What follows belongs to an exercise in optimizing a design on an open flow for small area and a short achievable clock period; a production flow would make more cautious choices. Where RTL was checked, it was by simulation tests only, not by an equivalence proof against the original. For runs 2 and 3, only the layout was checked, not whether the RTL still works. Power and IR drop assume default switching activity.

## flow/design.v (module list and top-level ports; edited modules follow where they fit)
// module adder_tree45: 4172 lines
module adder_tree45 (
    input  logic          i_clk,
    input  logic          i_ena,
    input  logic [719:0]  i_data,
    input  logic [44:0]   i_input_enable,
    output logic [21:0]   o_data
);
  // ...
==> flow/flow/run.sh <==
#!/bin/bash
# Own layout flow: the standard synthesis, then a netlist pass that removes the
# inverters Yosys's full-adder extraction leaves between full adders (full adders
# are self-dual, so each can work on true or complemented signals), then the standard flow's
# standard layout from floorplan on. Ports are buffered with buf_1 cells.
set -euo pipefail
W=$PWD
R=$W/orfs/results/${FLOW_PLATFORM:-sky130hd}/adder_tree45/base
export BUFFER_PORTS_ARGS="-buffer_cell sky130_fd_sc_hd__buf_1"
bash standard.sh "$R/1_2_yosys.v" > "$W/synth.log" 2>&1
cp "$R/1_2_yosys.v" "$W/1_2_yosys_standard.v"
python3 flow/fixinv.py "$W/1_2_yosys_standard.v" "$R/1_2_yosys.v" > "$W/fixinv.log" 2>&1
bash standard.sh > "$W/layout.log" 2>&1
==> flow/flow/fixinv.py <==
#!/usr/bin/env python3
"""Remove inverters around full adders in a flat sky130hd netlist from Yosys.

A full adder is self-dual: FA(~a,~b,~c) = (~sum, ~cout). Yosys's extract_fa leaves
inverters between full adders; this pass chooses, for every full adder, whether it
computes on true or complemented signals (and, for some gates, the gate or its
complement: and2<->nand2, or2<->nor2, xor2<->xnor2), so that as few inverters as
possible remain. The logic function of every register input and output port is kept.

usage: fixinv.py IN.v OUT.v
"""
import re, sys, random, collections

src = open(sys.argv[1]).read()
OUTPINS = {'X', 'Y', 'Q', 'Q_N', 'SUM', 'COUT', 'HI', 'LO'}
P = 'sky130_fd_sc_hd__'
COMPL = {'and2_1': 'nand2_1', 'nand2_1': 'and2_1', 'or2_1': 'nor2_1', 'nor2_1': 'or2_1',
         'xor2_1': 'xnor2_1', 'xnor2_1': 'xor2_1', 'and3_1': 'nand3_1', 'nand3_1': 'and3_1',
         'or3_1': 'nor3_1', 'nor3_1': 'or3_1'}
AREA = {'and2_1': 6.256, 'nand2_1': 3.7536, 'or2_1': 6.256, 'nor2_1': 3.7536, 'xor2_1': 8.7584,
        'xnor2_1': 8.7584, 'and3_1': 6.256, 'nand3_1': 5.0048, 'or3_1': 6.256, 'nor3_1': 5.0048}
INV_AREA = 3.7536

m = re.search(r'^\s*module\s+(\w+)', src, re.M)
body_start = src.index(';', m.end()) + 1
end = src.rindex('endmodule')
body = src[body_start:end]

# statements of the module body
stmts = [s.strip() for s in body.split(';') if s.strip()]
decls, cells = [], []
cell_re = re.compile(r'^(\S+)\s+(\\\S+\s|\S+)\s*\((.*)\)$', re.S)
ports_out = set()
ports_in = set()
for s in stmts:
    w = s.split(None, 1)[0]
    if w in ('wire', 'input', 'output', 'inout', 'reg'):
        decls.append(s)
        if w in ('input', 'output'):
            mm = re.match(r'(input|output)\s*(\[(\d+):(\d+)\])?\s*(\S+)', s)
            names = []
            if mm.group(2):
                hi, lo = int(mm.group(3)), int(mm.group(4))
                for k in range(min(hi, lo), max(hi, lo) + 1):
                    names.append('%s[%d]' % (mm.group(5), k))
            else:
                names.append(mm.group(5))
            (ports_out if w == 'output' else ports_in).update(names)
        continue
    if w == 'assign':
        sys.exit('assign statements are not handled: ' + s[:80])
    mc = cell_re.match(s)
    if not mc:
        sys.exit('cannot parse: ' + s[:120])
    typ, name, pins = mc.group(1), mc.group(2).strip(), mc.group(3)
    conns = [(p, n.strip()) for p, n in re.findall(r'\.(\w+)\(\s*([^()]*?)\s*\)', pins)]
    cells.append([typ, name, conns])

def short(t):
    return t[len(P):] if t.startswith(P) else t

def is_inv(c):
    return short(c[0]).startswith('inv_')

def is_fa(c):
    return short(c[0]).startswith('fa_')

def is_net(n):
    return n and not re.match(r"^\d+'[bh]", n)

driver = {}
for ci, c in enumerate(cells):
    for p, n in c[2]:
        if p in OUTPINS and is_net(n):
            driver[n] = (ci, p)

# inverters that can be absorbed: output not a port
alias = {}   # net -> input net (net == ~input)
absorbed = set()
for ci, c in enumerate(cells):
    if is_inv(c):
        d = dict(c[2])
        if d['Y'] not in ports_out and is_net(d['A']):
            alias[d['Y']] = d['A']
            absorbed.add(ci)

def root(n):
    q = 0
    while n in alias:
        n = alias[n]; q ^= 1
    return n, q

# loads: (cell index, pin index, root, parity)
loads = collections.defaultdict(list)
for ci, c in enumerate(cells):
    if ci in absorbed:
        continue
    for pi, (p, n) in enumerate(c[2]):
        if p in OUTPINS or not is_net(n):
            continue
        r, q = root(n)
        loads[r].append((ci, pi, q))
roots = sorted(loads.keys())
for n in ports_out:
    r, q = root(n)
    if n in alias:
        sys.exit('absorbed inverter drives port')

# variables
var_of_cell = {}
nvars = 0
locked = set()
for ci, c in enumerate(cells):
    if ci in absorbed:
        continue
    if is_fa(c) or short(c[0]) in COMPL:
        var_of_cell[ci] = nvars; nvars += 1
        for p, n in c[2]:
            if p in OUTPINS and n in ports_out:
                locked.add(nvars - 1)
val = [0] * nvars
# the value a root net carries physically: root XOR avail
def avail(r):
    d = driver.get(r)
    if d is None:
        return 0
    v = var_of_cell.get(d[0])
    return val[v] if v is not None else 0

def need(ci, q):
    v = var_of_cell.get(ci)
    if v is not None and is_fa(cells[v and ci or ci]):
        return q ^ val[v]
    return q

def root_cost(r):
    a = avail(r)
    for ci, pi, q in loads.get(r, ()):
        if need(ci, q) != a:
            return INV_AREA
    return 0.0

def cell_cost(ci):
    c = cells[ci]; t = short(c[0])
    if t in COMPL:
        return AREA[COMPL[t]] if val[var_of_cell[ci]] else AREA[t]
    return 0.0

# roots touched by each variable: its output roots and its input roots
touch = collections.defaultdict(set)
for ci, v in var_of_cell.items():
    for p, n in cells[ci][2]:
        if not is_net(n):
            continue
        if p in OUTPINS:
            touch[v].add(n)
        elif is_fa(cells[ci]):
            touch[v].add(root(n)[0])

def total():
    return sum(root_cost(r) for r in roots) + sum(cell_cost(ci) for ci in var_of_cell)

cell_of_var = {v: ci for ci, v in var_of_cell.items()}
def local(v):
    return sum(root_cost(r) for r in touch[v]) + cell_cost(cell_of_var[v])

before = total()
# Parity union-find: satisfy as many edge constraints (no inverter) as possible,
# heaviest first; node 'G' stands for every fixed-polarity pin.
parent = {}; par = {}
def find(x):
    if x not in parent:
        parent[x] = x; par[x] = 0
    if parent[x] == x:
        return x, 0
    r, p = find(parent[x])
    parent[x] = r; par[x] ^= p
    return r, par[x]
def union(a, b, q):
    (ra, pa), (rb, pb) = find(a), find(b)
    if ra == rb:
        return (pa ^ pb) == q
    if rb == 'G':
        ra, rb, pa, pb = rb, ra, pb, pa
    parent[rb] = ra; par[rb] = pa ^ pb ^ q
    return True
edges = []
def node(ci):
    v = var_of_cell.get(ci)
    return v if v is not None else 'G'
for r in sorted(roots):
    d = driver.get(r)
    src_node = node(d[0]) if d else 'G'
    for ci, pi, q in loads[r]:
        dst = var_of_cell.get(ci)
        dst_node = dst if (dst is not None and is_fa(cells[ci])) else 'G'
        if src_node == 'G' and dst_node == 'G':
            continue
        edges.append((INV_AREA / max(1, len(loads[r])), src_node, dst_node, q))
for ci, v in var_of_cell.items():
    t = short(cells[ci][0])
    if t in COMPL:
        w = AREA[t] - AREA[COMPL[t]]
        edges.append((abs(w), v, 'G', 1 if w > 0 else 0))
    if v in locked:
        edges.append((1e9, v, 'G', 0))
# 1) join full adders along their connections; 2) give each joined group the
# polarity that its fixed-polarity neighbours (registers, gates, ports) prefer.
gedges = []
for w, a, b, q in edges:
    if a == 'G' or b == 'G':
        gedges.append((w, b if a == 'G' else a, q))
    else:
        union(a, b, q)
comp_cost = collections.defaultdict(lambda: [0.0, 0.0])
for w, v, q in gedges:
    r, p = find(v)
    comp_cost[r][p ^ q ^ 1] += w
for v in range(nvars):
    r, p = find(v)
    cc = comp_cost[r]
    flip = 0 if cc[0] <= cc[1] else 1
    val[v] = p ^ flip
mid = total()
pass
rng = random.Random(1)
order = list(range(nvars))
best = before
for it in range(50):
    rng.shuffle(order)
    improved = False
    for v in order:
        if v in locked:
            continue
        c0 = local(v)
        val[v] ^= 1
        c1 = local(v)
        if c1 < c0 - 1e-9:
            improved = True
        else:
            val[v] ^= 1
    if not improved:
        break
after = total()

# rewrite
new_cells = []
new_wires = []
inv_net = {}
k = 0
def phys(r, t):
    """net carrying root r with polarity t"""
    global k
    if t == avail(r):
        return r
    if r not in inv_net:
        k += 1
        nn = '_fxinvn%d_' % k
        new_wires.append(nn)
        new_cells.append([P + 'inv_1', '_fxinv_%d_' % k, [('A', r), ('Y', nn)]])
        inv_net[r] = nn
    return inv_net[r]

out_cells = []
for ci, c in enumerate(cells):
    if ci in absorbed:
        continue
    typ = c[0]
    v = var_of_cell.get(ci)
    if v is not None and short(typ) in COMPL and val[v]:
        typ = P + COMPL[short(typ)]
    swapped = typ != c[0]
    conns = []
    for pi, (p, n) in enumerate(c[2]):
        if p in OUTPINS or not is_net(n):
            if swapped and p in ('X', 'Y'):
                p = 'Y' if p == 'X' else 'X'
            conns.append((p, n)); continue
        r, q = root(n)
        t = q ^ val[v] if (v is not None and is_fa(c)) else q
        conns.append((p, phys(r, t)))
    out_cells.append([typ, c[1], conns])
out_cells += new_cells

# physical nets of flipped drivers keep their names; they now carry the complement,
# which is accounted for above via avail(). Write the netlist.
o = [src[:body_start]]
for d in decls:
    o.append('  %s ;' % d)
for w in new_wires:
    o.append('  wire %s;' % w)
for typ, name, conns in out_cells:
    nm = name if not name.startswith('\\') else name + ' '
    o.append('  %s %s (\n%s\n  );' % (typ, nm, ',\n'.join('    .%s(%s)' % (p, n + ' ' if n.startswith('\\') else n) for p, n in conns)))
o.append('endmodule\n')
open(sys.argv[2], 'w').write('\n'.join(o))
ninv_before = sum(1 for c in cells if is_inv(c))
ninv_after = sum(1 for c in out_cells if short(c[0]).startswith('inv_'))
print('fixinv: inverters %d -> %d, cost %.1f -> %.1f, flipped %d of %d' %
      (ninv_before, ninv_after, before, after, sum(val), nvars), file=sys.stderr)
==> flow/standard.sh <==
#!/bin/bash
# synth_recipe.tcl (not shown) runs the flow's synth.tcl, then flattens the netlist and writes it again
# the make line also repeats each setting of config.mk as NAME=value (left out here)
make -C /OpenROAD-flow-scripts/flow DESIGN_CONFIG=/design/flow/config.mk WORK_HOME=/design/flow/orfs CLKGATE_MAP_FILE= SYNTH_SCRIPT=/design/flow/synth_recipe.tcl "${@:-finish}"
==> flow/config.mk <==
export PLATFORM = sky130hd
export DESIGN_NAME = adder_tree45
export DESIGN_NICKNAME = adder_tree45
export VERILOG_FILES = /design/flow/design.v
export SDC_FILE = /design/flow/constraint.sdc
export NUM_CORES = 4
export LEC_CHECK = 0
export CAP_MARGIN = 20
export CORE_MARGIN = 2
export CORE_UTILIZATION = 40
export CTS_BUF_LIST = sky130_fd_sc_hd__clkbuf_8
export CTS_CLUSTER_SIZE = 30
export SETUP_SLACK_MARGIN = 2.5
export SLEW_MARGIN = 20
==> flow/constraint.sdc <==
create_clock -name core_clock -period 5.5 [get_ports {i_clk}]
set_input_delay 1.1000 -clock core_clock [delete_from_list [all_inputs] [get_ports {i_clk}]]
set_output_delay 1.1000 -clock core_clock [all_outputs]
set_load 0.01 [all_outputs]
==> qor.csv, run 1 <==
stage,metric,value,unit
run_status,status,"complete, no violations",
critical_path,crit-path cells,ha_4 > ha_4 > nand3_2 > xor2_2 > buf_2,
sta,clk_skew,30.2,ps
place,number of port buffers,788,
cells_and_area,Largest cell class,multi-input combinational cells,
synth,Synth Cell Area,26900,µm²
clocking,total CTS buffers,52,
cells_and_area,multi-input logic portion of the cell area,55.1,%
route,Post-DRT Antenna Nets,0,
clocking,clk sinks,302,
critical_path,worst setup path end,o_data[19],
floorplanning,CORE AREA,66900,µm²
critical_path,Crit Reg-Reg Startpoint,r1_c5_13,
cells_and_area,layout clock buffer count,53,
critical_path,crit-path max cell delay,430,ps
critical_path,CP Data Arrival Time,1990,ps
place,placed insts,3521,
route,DR WL met3,11900,µm
floorplanning,io pins,789,
route,Starting DRT DRC Count,1923,
route,Max Used Layer,met5,
critical_path,path depth of the worst reg2reg path,5,
power,sequential share of power,29.7,%
critical_path,Reg-to-Reg End,r2_c8_2,
clocking,worst skew pair latency,620,ps
sta,final period utilization,56.2,%
route,DR DRC count,0,
cells_and_area,non-clk buf share,10.5,%
global_route,total gr overflow,0,
cells_and_area,# fillers,6154,
route,routed via count,19900,
cells_and_area,Seq Cell Count,302,
cells_and_area,comb_multi_in,1515,
==> run 2: changes to the inputs <==
--- a/flow/design.v
+++ b/flow/design.v
@@ -1702,42 +1702,42 @@
     logic s15_685, c15_685;
     logic s16_686, c16_686;
     logic hs16_11, hc16_11;
     logic s17_687, c17_687;
     logic s17_688, c17_688;
     logic s18_689, c18_689;
     logic hs19_12, hc19_12;
     logic [21:0] fa_a, fa_b;
-    logic [11:0] flo;
-    logic [10:0] fhi;
+    logic [8:0] flo;
+    logic [13:0] fhi;
     logic r3_o0;
     logic r3_o1;
     logic r3_o2;
     logic r3_o3;
     logic r3_o4;
     logic r3_o5;
     logic r3_o6;
     logic r3_o7;
-    logic r3_o8;
-    logic r3_o9;
-    logic r3_o10;
     logic r3_h0;
     logic r3_h1;
     logic r3_h2;
     logic r3_h3;
     logic r3_h4;
     logic r3_h5;
     logic r3_h6;
     logic r3_h7;
     logic r3_h8;
     logic r3_h9;
     logic r3_h10;
+    logic r3_h11;
+    logic r3_h12;
+    logic r3_h13;
     logic r3_cy;
-    logic [10:0] r3_hi, o_hi;
+    logic [13:0] r3_hi, o_hi;
     assign m0_0 = ~(i_input_enable[0] & i_data[0]);
     assign m0_1 = ~(i_input_enable[0] & i_data[1]);
     assign m0_2 = ~(i_input_enable[0] & i_data[2]);
     assign m0_3 = ~(i_input_enable[0] & i_data[3]);
     assign m0_4 = ~(i_input_enable[0] & i_data[4]);
     assign m0_5 = ~(i_input_enable[0] & i_data[5]);
     assign m0_6 = ~(i_input_enable[0] & i_data[6]);
     assign m0_7 = ~(i_input_enable[0] & i_data[7]);
@@ -3852,20 +3852,20 @@
     assign s17_688 = r2_c17_3 ^ c16_686 ^ s17_687;
     assign c17_688 = (r2_c17_3 & c16_686) | (r2_c17_3 & s17_687) | (c16_686 & s17_687);
     assign s18_689 = r2_c18_0 ^ r2_c18_1 ^ c17_687;
     assign c18_689 = (r2_c18_0 & r2_c18_1) | (r2_c18_0 & c17_687) | (r2_c18_1 & c17_687);
     assign hs19_12 = r2_c19_0 ^ r2_c19_1;
     assign hc19_12 = r2_c19_0 & r2_c19_1;
     assign fa_a = {r2_c21_0, r2_c20_0, hs19_12, c17_688, hc16_11, hs16_11, hc14_10, hc13_9, hc12_8, hc11_7, hc10_6, hc9_5, hc8_4, hc7_3, hs7_3, s6_675, s5_673, hs4_1, s3_672, r2_c2_0, r2_c1_0, r2_c0_0};
     assign fa_b = {1'b0, hc19_12, c18_689, s18_689, s17_688, c15_685, s15_685, hs14_10, hs13_9, hs12_8, hs11_7, hs10_6, hs9_5, hs8_4, c6_675, 1'b0, hs5_2, c3_672, 1'b0, 1'b0, 1'b0, 1'b0};
-    assign flo = {1'b0, fa_a[10:0]} + {1'b0, fa_b[10:0]};
-    assign fhi = fa_a[21:11] + fa_b[21:11];
-    assign r3_hi = {r3_h10, r3_h9, r3_h8, r3_h7, r3_h6, r3_h5, r3_h4, r3_h3, r3_h2, r3_h1, r3_h0};
-    assign o_hi = ~(r3_hi + {10'd0, r3_cy});
+    assign flo = {1'b0, fa_a[7:0]} + {1'b0, fa_b[7:0]};
+    assign fhi = fa_a[21:8] + fa_b[21:8];
+    assign r3_hi = {r3_h13, r3_h12, r3_h11, r3_h10, r3_h9, r3_h8, r3_h7, r3_h6, r3_h5, r3_h4, r3_h3, r3_h2, r3_h1, r3_h0};
+    assign o_hi = ~(r3_hi + {13'd0, r3_cy});
     always_ff @(posedge i_clk) begin
         if (i_ena) begin
             r1_c0_0 <= s0_19;
             r1_c0_1 <= s0_20;
             r1_c0_2 <= s0_21;
             r1_c1_0 <= c0_21;
             r1_c1_1 <= s1_47;
             r1_c1_2 <= s1_48;
@@ -4146,27 +4146,27 @@
             r3_o0 <= ~flo[0];
             r3_o1 <= ~flo[1];
             r3_o2 <= ~flo[2];
             r3_o3 <= ~flo[3];
             r3_o4 <= ~flo[4];
             r3_o5 <= ~flo[5];
             r3_o6 <= ~flo[6];
             r3_o7 <= ~flo[7];
-            r3_o8 <= ~flo[8];
-            r3_o9 <= ~flo[9];
-            r3_o10 <= ~flo[10];
             r3_h0 <= fhi[0];
             r3_h1 <= fhi[1];
             r3_h2 <= fhi[2];
             r3_h3 <= fhi[3];
             r3_h4 <= fhi[4];
             r3_h5 <= fhi[5];
             r3_h6 <= fhi[6];
             r3_h7 <= fhi[7];
             r3_h8 <= fhi[8];
             r3_h9 <= fhi[9];
             r3_h10 <= fhi[10];
-            r3_cy <= flo[11];
+            r3_h11 <= fhi[11];
+            r3_h12 <= fhi[12];
+            r3_h13 <= fhi[13];
+            r3_cy <= flo[8];
         end
     end
-    assign o_data = {o_hi, r3_o10, r3_o9, r3_o8, r3_o7, r3_o6, r3_o5, r3_o4, r3_o3, r3_o2, r3_o1, r3_o0};
+    assign o_data = {o_hi, r3_o7, r3_o6, r3_o5, r3_o4, r3_o3, r3_o2, r3_o1, r3_o0};
 endmodule
==> flow/config.mk (replaced) <==
export PLATFORM = sky130hd
export DESIGN_NAME = adder_tree45
export DESIGN_NICKNAME = adder_tree45
export VERILOG_FILES = /design/flow/design.v
export SDC_FILE = /design/flow/constraint.sdc
export NUM_CORES = 4
export LEC_CHECK = 0
export CAP_MARGIN = 20
export CORE_MARGIN = 2
export CORE_UTILIZATION = 40
export SETUP_SLACK_MARGIN = 2.5
export SLEW_MARGIN = 20
==> qor.csv, run 2 <==
stage,metric,value,unit,change
run_status,status,"complete, no violations",,unchanged
global_route,first-pass GRT wire length,166000,µm,was 167000 µm
sta,RSZ-0062 raised after global routing,yes,,unchanged
critical_path,Reg-to-Reg End,r2_c12_2,,was r2_c8_2
route,Starting DRT DRC Count,1964,,was 1923
critical_path,CP Data Arrival Time,2040,ps,was 1990 ps
sta,final period utilization,57.1,%,was 56.2%
critical_path,R2R Setup Slk,2550,ps,about the same
floorplanning,# rows,95,,unchanged
global_route,vias in the first global route,22900,,was 22600
global_route,initial antenna violation count,11,,was 12
route,DR DRC count,0,,unchanged
clocking,CTS Hold Buffers Added,0,,unchanged
power,total power divided by cell area,532,nW/µm²,was 500 nW/µm²
critical_path,CP startpoint,r3_h0,,was r3_cy
route,final WL,120000,µm,was 122000 µm
clocking,worst skew pair latency,560,ps,was 620 ps
clocking,total CTS buffers,40,,was 52
worst_hold_path,Hold Path End,r3_o1,,was r3_o0
worst_hold_path,hold path depth,1,,unchanged
sta,Rel. slew slack,45.4,%,was 50.0%
sta,# setup viols final,0,,unchanged
cells_and_area,"most common cell after layout, fill and taps aside",buf_1,,unchanged
critical_path,crit path max-delay cell type,edfxtp_1,,unchanged
critical_path,crit-path cells,ha_4 > ha_4 > and3_4 > nand4_1 > xor2_1 > buf_2,,was ha_4 > ha_4 > nand3_2 > xor2_2 > buf_2
synth,Syn Area/Cell,14.0,µm²,was 14.1 µm²
global_route,Total GRT Usage,34.9,%,was 35.7%
run,max-cap viol count,0,,unchanged
synth,syn_nets,3419,,was 3399
route,DR WL/cell,33.2,µm,was 33.6 µm
synth,YS warnings,1,,unchanged
floorplanning,Die Span X,264,µm,was 263 µm
critical_path,Setup CP Type,reg -> out,,unchanged
critical_path,Crit Reg-Reg Startpoint,r1_c8_2,,was r1_c5_13
sta,Slew Limit Fails,0,,unchanged
route,drt via density,5.54,,was 5.48
clocking,root buffer cell,clkbuf_16,,was clkbuf_8
place,placed insts,3539,,was 3521
route,routed via count,20100,,was 19900
critical_path,critical path endpoint category,output pin,,unchanged
cells_and_area,layout cell share with drive strength beyond 1,9.00,%,was 8.74%
synth,Synth Cell Area,27100,µm²,was 26900 µm²
route,DRT Pass-1 Iters,5,,unchanged
floorplanning,die height,264,µm,was 263 µm
place,dpl hpwl,95200,µm,was 96900 µm
floorplanning,CORE AREA,67000,µm²,was 66900 µm²
critical_path,required time worst endpoint,4400,ps,about the same
worst_hold_path,Hold Crit Class,reg -> reg,,unchanged
clocking,clk buf depth,3,,unchanged
worst_hold_path,HP Start,r2_c1_0,,was r2_c0_0
global_route,total gr overflow,0,,unchanged
sta,minimum clock period after layout,3140,ps,was 3090 ps
synth,Synth Instances,1931,,was 1911
clocking,CTS tree,built,,unchanged
power,Max IR drop VDD,0.486,mV,was 0.385 mV
power,Leak Pwr,11.2,nW,was 11.0 nW
place,GPL Wtd Cong,0.967,,about the same
sta,clk_skew,24.1,ps,was 30.2 ps
critical_path,path depth of the worst reg2reg path,5,,unchanged
critical_path,crit path launch type,flop,,unchanged
clocking,"Reg clk slew, reported paths",50,ps,was 60 ps
sta,worst-margin pin slew,820,ps,was 750 ps
clocking,clk sinks,302,,unchanged
cells_and_area,"commonest non-fill, non-tap cells in the layout","buf_1, nand2_1, fa_1",,unchanged
clocking,Max H-tree Level,2,,unchanged
route,Post-DRT Antenna Nets,0,,unchanged
cells_and_area,Area growth syn-to-layout,22.2,%,was 20.8%
global_route,pin count of the biggest net entering global routing,132,,was 113
critical_path,crit-path max cell delay,430,ps,about the same
sta,endpoints failing hold,0,,unchanged
critical_path,most frequent CP cell,ha_4,,unchanged
cells_and_area,nets,4203,,was 4200
cells_and_area,fin cells,3624,,was 3629
floorplanning,io pins,789,,unchanged
floorplanning,Initial Util,40.4,%,was 40.2%
sta,setup TNS,0,ps,unchanged
place,number of port buffers,788,,unchanged
floorplanning,die area,69700,µm²,was 69400 µm²
sta,Max Clock Freq,318,MHz,was 323 MHz
critical_path,crit-path max FO,4,,was 5
==> run 2: repair_timing <==
item	CTS	global route
buffers inserted	5	2
resized for setup	109	32
setup endpoints to repair	213	36
pin swaps	10	13
==> run 2: worst max path at each step <==
stage                            end  slack [ps]  cells after the start
after floorplan            r1_c15_13        2380                      6
after global placement      r1_c2_12        1400                      5
after detailed placement    r1_c2_12        1390                      5
after CTS                 o_data[18]        2330                      6
after global routing      o_data[18]        2310                      6
final                     o_data[18]        2360                      6
==> run 2: per-layer routing <==
metal | up-vias | GRT usage (%) | routed length [µm]
li1 | 7742 | - | -
met3 | 324 | 9.60 | 12800
met4 | 6 | 16.1 | 6460
met1 | 10500 | 45.2 | 45200
met2 | 1473 | 55.2 | 55700
met5 | - | 0 | 40
==> run 2: report_power, final <==
part	internal [W]	switching, W	total, W
sequential	0.00434	0.000514	0.00485
clock	0.00164	0.00104	0.00268
combinational	0.00450	0.00556	0.0101
total	0.0105	0.00711	0.0176
==> run 2: area by class of cell <==
| class | count | area [µm²] |
|---|---|---|
| Clock inverter | 27 | 298 |
| Sequential cell | 302 | 9070 |
| Inverter | 36 | 135 |
| Timing Repair Buffer | 798 | 3390 |
| Clock buffer | 44 | 1040 |
| Antenna cell | 7 | 17.5 |
| Fill cell | 6145 | 34000 |
| Tap cell | 873 | 1090 |
| Multi-Input combinational cell | 1537 | 18000 |
==> run 2: stage by stage <==
stage,power (W),setup WS (ps),area (µm²),util [%],hold WS [ps]
floorplan,0.0110,2380,27600,-,487
global placement,0.0143,1400,31200,46.5,491
detailed placement,0.0146,1390,31200,46.5,493
CTS,0.0176,2330,33000,49.2,505
global route,0.0191,2310,33100,49.3,513
finish,0.0176,2360,33100,49.3,505
==> run 2: critical path, delay by kind of cell (launching register included) <==
kind                     cells  cell delay (ps)
XOR/XNOR                     1              230
adder cells (fa/ha/maj)      2              380
buffers and inverters        1              180
flip-flops                   1              430
AND/OR/NAND/NOR              2              270
==> run 3: changes to the inputs <==
--- a/flow/flow/fixinv.py
+++ b/flow/flow/fixinv.py
@@ -286,12 +286,12 @@
 # which is accounted for above via avail(). Write the netlist.
 o = [src[:body_start]]
 for d in decls:
-    o.append('  %s ;' % d)
+    o.append('  %s;' % d)
 for w in new_wires:
     o.append('  wire %s;' % w)
 for typ, name, conns in out_cells:
     nm = name if not name.startswith('\\') else name + ' '
-    o.append('  %s %s (\n%s\n  );' % (typ, nm, ',\n'.join('    .%s(%s)' % (p, n + ' ' if n.startswith('\\') else n) for p, n in conns)))
+    o.append('  %s %s (\n%s\n  );' % (typ, nm, ',\n'.join('    .%s(%s)' % (p, n) for p, n in conns)))
 o.append('endmodule\n')
 open(sys.argv[2], 'w').write('\n'.join(o))
 ninv_before = sum(1 for c in cells if is_inv(c))
==> qor.csv, run 3 <==
stage,metric,value,unit,change
synth,YS warnings,1,,unchanged
run_status,Stop stage,netlist read-in after synthesis (1_synth),,
run_status,status,did not finish,,"was complete, no violations"
run_status,Err,"[ERROR STA-0171] /design/flow/orfs/results/sky130hd/adder_tree45/base/1_2_yosys.v line 2833, syntax error",,

==> port drivers added, routing unchanged <==
The flow's constraints put no driver on any port. The routed layouts listed below were extracted and timed again, unchanged, in two steps. Step 1: set_driving_cell puts a clkbuf_16 on i_clk and a buf_2 on each other input, an assumption about the parent block. Step 2 times the ports against the registers' clock, not the clock port: input delays grow and output delays shrink by t, the midpoint of the rising clock arrivals with the driver on. a / b / c = ideal ports / drivers / drivers and shift; a / b = the first two.
| run | t (ns) | slack for setup (ns) | clock arrival spread, ns | worst register clock-pin slew, ns | pins driven straight from the clock port |
|---|---|---|---|---|---|
| run 1 | 0.665 | 2.408 / 2.346 / 1.816 | 0.030 / 0.030 | 0.06 / 0.06 | 1 |
| run 2 | 0.607 | 2.359 / 2.295 / 1.892 | 0.024 / 0.024 | 0.06 / 0.06 | 1 |
After both steps every run listed still meets setup and hold. The setup slack of run 1, which loses most, moves by -0.062 ns with the drivers and by -0.592 ns with both steps.
